This is an optimization exercise on Yosys and OpenROAD, whose aim is small area, not a production implementation.
In this exercise RTL edits were held to simulation tests only and were not proved equivalent to the original.

Setup of the reference run:
## NV_NVDLA_NOCIF_DRAM_READ_ig
module NV_NVDLA_NOCIF_DRAM_READ_ig (
   nvdla_core_clk
  ,nvdla_core_rstn
  ,pwrbus_ram_pd
  ,eg2ig_axi_vld
  ,client02mcif_lat_fifo_depth
  ,client02mcif_rd_cdt_lat_fifo_pop
  ,client02mcif_rd_req_valid
  ,client02mcif_rd_req_ready
  ,client02mcif_rd_req_pd
  ,client02mcif_rd_wt
  ,client02mcif_rd_axid
  ,client12mcif_lat_fifo_depth
  ,client12mcif_rd_cdt_lat_fifo_pop
  ,client12mcif_rd_req_valid
  ,client12mcif_rd_req_ready
  ,client12mcif_rd_req_pd
  ,client12mcif_rd_wt
  ,client12mcif_rd_axid
  ,client22mcif_lat_fifo_depth
  ,client22mcif_rd_cdt_lat_fifo_pop
  ,client22mcif_rd_req_valid
  ,client22mcif_rd_req_ready
  ,client22mcif_rd_req_pd
  ,client22mcif_rd_wt
  ,client22mcif_rd_axid
  ,client32mcif_lat_fifo_depth
  ,client32mcif_rd_cdt_lat_fifo_pop
  ,client32mcif_rd_req_valid
  ,client32mcif_rd_req_ready
  ,client32mcif_rd_req_pd
  ,client32mcif_rd_wt
  ,client32mcif_rd_axid
  ,client42mcif_lat_fifo_depth
  ,client42mcif_rd_cdt_lat_fifo_pop
  ,client42mcif_rd_req_valid
  ,client42mcif_rd_req_ready
  ,client42mcif_rd_req_pd
  ,client42mcif_rd_wt
  ,client42mcif_rd_axid
  ,client52mcif_lat_fifo_depth
  ,client52mcif_rd_cdt_lat_fifo_pop
  ,client52mcif_rd_req_valid
  ,client52mcif_rd_req_ready
  ,client52mcif_rd_req_pd
  ,client52mcif_rd_wt
  ,client52mcif_rd_axid
  ,client62mcif_lat_fifo_depth
  ,client62mcif_rd_cdt_lat_fifo_pop
  ,client62mcif_rd_req_valid
  ,client62mcif_rd_req_ready
  ,client62mcif_rd_req_pd
  ,client62mcif_rd_wt
  ,client62mcif_rd_axid
  ,client72mcif_lat_fifo_depth
  ,client72mcif_rd_cdt_lat_fifo_pop
  ,client72mcif_rd_req_valid
  ,client72mcif_rd_req_ready
  ,client72mcif_rd_req_pd
  ,client72mcif_rd_wt
  ,client72mcif_rd_axid
  ,reg2dp_rd_os_cnt
  ,cq_wr_pd
  ,cq_wr_pvld
  ,cq_wr_prdy
  ,cq_wr_thread_id
  ,mcif2noc_axi_ar_araddr
  ,mcif2noc_axi_ar_arready
  ,mcif2noc_axi_ar_arid
  ,mcif2noc_axi_ar_arlen
  ,mcif2noc_axi_ar_arvalid
);
For scale: roughly 5700 cells after synthesis, about 660 I/O pins.
==> flow/config.mk <==
export PLATFORM = sky130hd
export DESIGN_NAME = NV_NVDLA_NOCIF_DRAM_READ_ig
export DESIGN_NICKNAME = NV_NVDLA_NOCIF_DRAM_READ_ig
export VERILOG_FILES = /design/flow/design.v
export SDC_FILE = /design/flow/constraint.sdc
export NUM_CORES = 4
export LEC_CHECK = 0
export CAP_MARGIN = 20
export CORE_MARGIN = 2
export CORE_UTILIZATION = 60
export PLACE_DENSITY = 0.72
export SETUP_SLACK_MARGIN = 0.05
export SLEW_MARGIN = 20
==> flow/constraint.sdc <==
create_clock -name core_clock -period 6.0 [get_ports {nvdla_core_clk}]
set_input_delay 1.2000 -clock core_clock [delete_from_list [all_inputs] [get_ports {nvdla_core_clk}]]
set_output_delay 1.2000 -clock core_clock [all_outputs]
set_load 0.01 [all_outputs]
standard.sh (not shown) runs the stock make flow with config.mk's settings and CLKGATE_MAP_FILE= SYNTH_SCRIPT=/design/flow/synth_recipe.tcl, a recipe that flattens the netlist after the stock synthesis.
==> flow/flow/run.sh <==
#!/bin/bash
# The standard layout (the standard.sh, standard synthesis unchanged), with
# two changes: the port buffers are buf_1 cells, and clock tree synthesis uses
# larger sink clusters and no dummy loads. Tool output goes to standard.log.
export BUFFER_PORTS_ARGS="-buffer_cell sky130_fd_sc_hd__buf_1"
export CTS_ARGS="-sink_clustering_enable -repair_clock_nets -dont_use_dummy_load -sink_clustering_size 25 -sink_clustering_max_diameter 80"
bash standard.sh > standard.log 2>&1
The reference run completed end to end with timing, DRC and antenna clean.
Relative to the reference run, the following input files were edited for the trial run:
- changing CORE_UTILIZATION from 60 to 65
- changing CAP_MARGIN from 20 to 5
- changing PLACE_DENSITY from 0.72 to 0.75
- changing SLEW_MARGIN from 20 to 5
==> flow/flow/run.sh <==
#!/bin/bash
# The standard layout (the standard.sh, standard synthesis unchanged), with
# two changes: the port buffers are buf_1 cells, and clock tree synthesis uses
# clkbuf_8 buffers, set sink clusters and no dummy loads. Tool output goes to standard.log.
export BUFFER_PORTS_ARGS="-buffer_cell sky130_fd_sc_hd__buf_1"
export CTS_ARGS="-sink_clustering_enable -repair_clock_nets -dont_use_dummy_load -sink_clustering_size 18 -sink_clustering_max_diameter 60 -buf_list sky130_fd_sc_hd__clkbuf_8"
bash standard.sh > standard.log 2>&1
Findings:
- Compared with the reference run, the trial run shows worst path arrival time lower by 1510 ps.
- The trial run against the reference run: end-of-flow core utilization shows an increase of 5.1 points, met3 capacity usage during global routing went up 1.1 points, critical path data required time decreased 1760 ps, tap cell count has decreased, share of final-layout standard cells stronger than drive strength 1 rose by 0.54 points.
- Per the final summary, the trial run finished and its layout is clean on timing, DRC and antenna.

-- static timing again, ports no longer ideal --
How much do the figures lean on ideal ports? The routed layouts below were timed once more, with nothing changed but the port constraints.
Step 1 assumes that a clkbuf_16 drives the clock port and a buf_2 every other input.
Step 2 also shifts input and output timing later by t, the mid clock arrival at the registers, as if the neighbouring blocks saw the same clock.
Slacks: no drivers / after step 1 / after step 2; pairs: no drivers / after step 1.
run | shift t [ns] | setup WS [ns] | latest minus earliest clock arrival (ns) | cell pins on the clock port's net
the reference run | 0.802 | 0.888 / 0.884 / 0.204 | 0.104 / 0.104 | 1
the trial run | 0.960 | 0.639 / 0.563 / 0.196 | 0.096 / 0.096 | 1
After both steps setup and hold are still met in every run listed. The setup slack of the reference run, which loses most, moves by -0.004 ns with the drivers and by -0.684 ns with both steps.
